Context: an optimization exercise on an open-source flow, tuned for small area and a short achievable clock period. The choices shown serve that exercise and are no tape-out recipe. At most, simulation tests tie the RTL to the original design; equivalence was not proved. Power and IR drop assume default switching activity.

// adc_to_vga
module adc_to_vga(clock, reset, ADC_CS_N, ADC_DIN, ADC_SCLK, ADC_DOUT, vga_R, vga_G,
vga_B, vga_clk, vga_blank, vga_sync, vga_h_sync, vga_v_sync);
export LEC_CHECK = 0
export ABC_AREA = 1
export CAP_MARGIN = 20
export CORE_MARGIN = 2
export CORE_UTILIZATION = 65
export CTS_BUF_LIST = sky130_fd_sc_hd__clkbuf_8
export CTS_CLUSTER_DIAMETER = 50
export CTS_CLUSTER_SIZE = 20
export SLEW_MARGIN = 20
create_clock -name core_clock -period 110.0 [get_ports {clock}]
standard.sh (not shown) runs the stock make flow with config.mk's settings and CLKGATE_MAP_FILE= SYNTH_SCRIPT=/design/flow/synth_recipe.tcl, a recipe that flattens the netlist after the stock synthesis.
==> flow/flow/run.sh <==
#!/bin/bash
# Standard layout; the only change is the cell used for the port buffers
# (a plain buf_2 instead of the one the resizer picks), so that the output
# and input paths are not slowed by a delay cell.
set -o pipefail
export BUFFER_PORTS_ARGS="-buffer_cell sky130_fd_sc_hd__buf_2"
bash standard.sh > standard.log 2>&1
Next try:
Settings changed: CAP_MARGIN 20 to 50, CORE_UTILIZATION 65 to 80, SLEW_MARGIN 20 to 70.
Result: The new run finished with timing, DRC and antenna clean. Sequential cell count is unchanged. Clock-buffer cell count falls by 3. Utilization climbs by 16 points. Routed wire length goes up by about a fifth. Non-clock buffer count rose by 3. Critical path depth falls by 5.

## run A
adc_to_vga, a different RTL version from the one above (not shown whole).
For scale: ~1600 cells after synthesis, about 220 flip-flops, ~12000 µm² of cells after synthesis.
clock: 110.0 ns
lec_check: 0
abc_area: 1
cap_margin: 50
core_margin: 2
core_utilization: 75
cts_buf_list: sky130_fd_sc_hd__clkbuf_8
cts_cluster_diameter: 50
cts_cluster_size: 20
slew_margin: 70
Scripts as last shown in full above: flow/flow/run.sh
Input-level comparison between run B and run A:
diff --git a/flow/config.mk b/flow/config.mk
--- a/flow/config.mk
+++ b/flow/config.mk
@@ -11 +11 @@
-export CORE_UTILIZATION = 75
+export CORE_UTILIZATION = 65
@@ -13,2 +13,2 @@
-export CTS_CLUSTER_DIAMETER = 50
-export CTS_CLUSTER_SIZE = 20
+export CTS_CLUSTER_DIAMETER = 40
+export CTS_CLUSTER_SIZE = 15
--- outcome ---
The multi-input gate share of the layout cell area in run B sits 0.97 points below the value recorded for run A.
Going from run A to run B, clock network power share now larger, sequential share of cell area now smaller, number of tapcells went up about 8%.
Relative to run A, the routed length on met2 measured on run B has decreased by more than 10%.
| met3 wire length | run B vs run A | 24% lower |
Delta (run B minus run A): post-route non-filler standard cell count up 34, final period demand of the worst path up 58 ps, wire length down 6.8%.
Between run A and run B, the flow reports power after layout increasing by a few percent.
The run showing the greater via count is run A.
Setup changes, run B to run C
diff --git a/flow/config.mk b/flow/config.mk
--- a/flow/config.mk
+++ b/flow/config.mk
@@ -13,2 +13,2 @@
-export CTS_CLUSTER_DIAMETER = 40
-export CTS_CLUSTER_SIZE = 15
+export CTS_CLUSTER_DIAMETER = 50
+export CTS_CLUSTER_SIZE = 20
==> run summary <==
Detailed-route wire length essentially unchanged between run B and run C. NOTE clock-buffer cell count run B->run C decreased by more than 10%. Comparing net switching share of the total power for run C and run B, the smaller number came from run B. Comparing run C and run B, power share of the clock group is lower on run C. Comparing run B with run C, the total number of vias came out essentially unchanged. Run C: flow completed, timing, DRC and antenna clean.

job 101:
RTL: one of the versions met above, not the one the previous note started from.
Size: roughly 1,700 cells after synthesis, roughly 220 flip-flops, ~35 I/O pins, about 0.012 sq mm of cells after synthesis.
clock: 110.0 ns
lec_check: 0
abc_area: 1
cap_margin: 50
core_margin: 2
core_utilization: 40
cts_buf_list: sky130_fd_sc_hd__clkbuf_8
cts_cluster_diameter: 50
cts_cluster_size: 20
slew_margin: 70
Scripts as last shown in full above: flow/flow/run.sh
Job 101 did not stop at any stage, and its layout met the timing, design-rule and antenna checks.
#### Input delta (job 102 over job 101)
- clearing CTS_CLUSTER_DIAMETER, which used to be 50
- clearing CTS_CLUSTER_SIZE, which used to be 20
### Flow results
Job 102: full flow OK, the timing, design-rule and antenna checks passed
Proportion of power drawn by combinational gates in job 102 is 1.7 points below job 101.
Comparing job 101 and job 102, the lower routed wire length is on job 101.
Core occupancy in the finished layout in job 102 is 0.60 points higher than in job 101
| setup slack | job 102 vs job 101 | 32 ps higher |
NOTE final cell area excluding filler cells job 101->job 102 increased slightly
In the tables for job 101 and job 102, slack of the worst reg-to-reg path reads lower with job 101.
The final reports for job 102 and job 101 show sequential share of layout area lower in the former.
Compared with job 101, in job 102 arrival time of data at the critical path endpoint now sits lower, fmax held, post-route clock period utilization did not really move.
The global-route wire length before repair reported for job 102 is greater than that of job 101 by 1.2%.

Another version of the RTL of adc_to_vga (not shown whole).
For scale: roughly 35 I/O pins, about 13000 sq um of cells after synthesis.
Settings: LEC_CHECK=0, ABC_AREA=1, CAP_MARGIN=20, CORE_MARGIN=2, CORE_UTILIZATION=40, CTS_BUF_LIST=sky130_fd_sc_hd__clkbuf_4, SLEW_MARGIN=20; clock period 110.0 ns.
Scripts as last shown in full above: flow/flow/run.sh
The first run finished with timing, DRC and antenna clean.
Change:
==> flow/flow/run.sh (replaced) <==
#!/bin/bash
# Standard layout; the only change is the cell used for the port buffers
# (a plain buf_4 instead of the one the resizer picks), so that the output
# and input paths are not slowed by a delay cell.
set -o pipefail
export BUFFER_PORTS_ARGS="-buffer_cell sky130_fd_sc_hd__buf_4"
bash standard.sh > standard.log 2>&1
--- a/flow/config.mk
+++ b/flow/config.mk
@@ -11,3 +11,2 @@
 export CORE_UTILIZATION = 40
-export CTS_BUF_LIST = sky130_fd_sc_hd__clkbuf_4
 export SLEW_MARGIN = 20
Effect: The new run ran to the end with no violations; via count decreases by 1.4%; worst hold slack gains 0.0083 ns; global-route usage climbs by 0.33 points; register-to-register slack barely changes.
No run of this note included a check of the RTL's function; only the layout flow was run.

## port drivers added, routing unchanged
The results above use ideal ports. As a check the final layouts listed here were re-extracted and re-timed, cells and wires unchanged. Step 1: set_driving_cell puts a clkbuf_16 on clock and a buf_2 on each other input, an assumption about the parent block. Step 2 also shifts input and output timing later by t, the mid clock arrival at the registers, as if the neighbouring blocks saw the same clock. Slacks: ideal ports / drivers / drivers and shift; pairs: ideal ports / drivers.
| run | t, ns | slack for setup (ns) | slew at the worst register clock pin (ns) | worst data-port slew with drivers (ns) | cell pins on the clock port's net |
|---|---|---|---|---|---|
| the first run of note 1 | 0.606 | 86.705 / 86.726 / 86.120 | 0.11 / 0.11 | 0.03 | 1 |
| the second run of note 1 | 0.573 | 86.810 / 86.768 / 86.563 | 0.11 / 0.11 | 0.03 | 1 |
| run A | 0.599 | 86.779 / 86.738 / 86.582 | 0.12 / 0.12 | 0.03 | 1 |
| run B | 0.618 | 86.721 / 86.680 / 86.460 | 0.08 / 0.08 | 0.03 | 1 |
| run C | 0.609 | 86.758 / 86.715 / 86.445 | 0.11 / 0.11 | 0.03 | 1 |
| job 101 | 0.621 | 86.805 / 86.764 / 86.873 | 0.10 / 0.10 | 0.03 | 1 |
| job 102 | 0.575 | 86.837 / 86.797 / 86.859 | 0.07 / 0.07 | 0.03 | 1 |
| the first run of note 4 | 0.717 | 85.677 / 85.695 / 84.978 | 0.08 / 0.08 | 0.03 | 1 |
| the second run of note 4 | 0.559 | 86.404 / 86.431 / 85.872 | 0.06 / 0.06 | 0.04 | 1 |
After both steps every run listed still meets setup and hold. For the first run of note 4, which loses most, drivers alone change the setup slack by +0.018 ns; drivers and shift together by -0.699 ns.
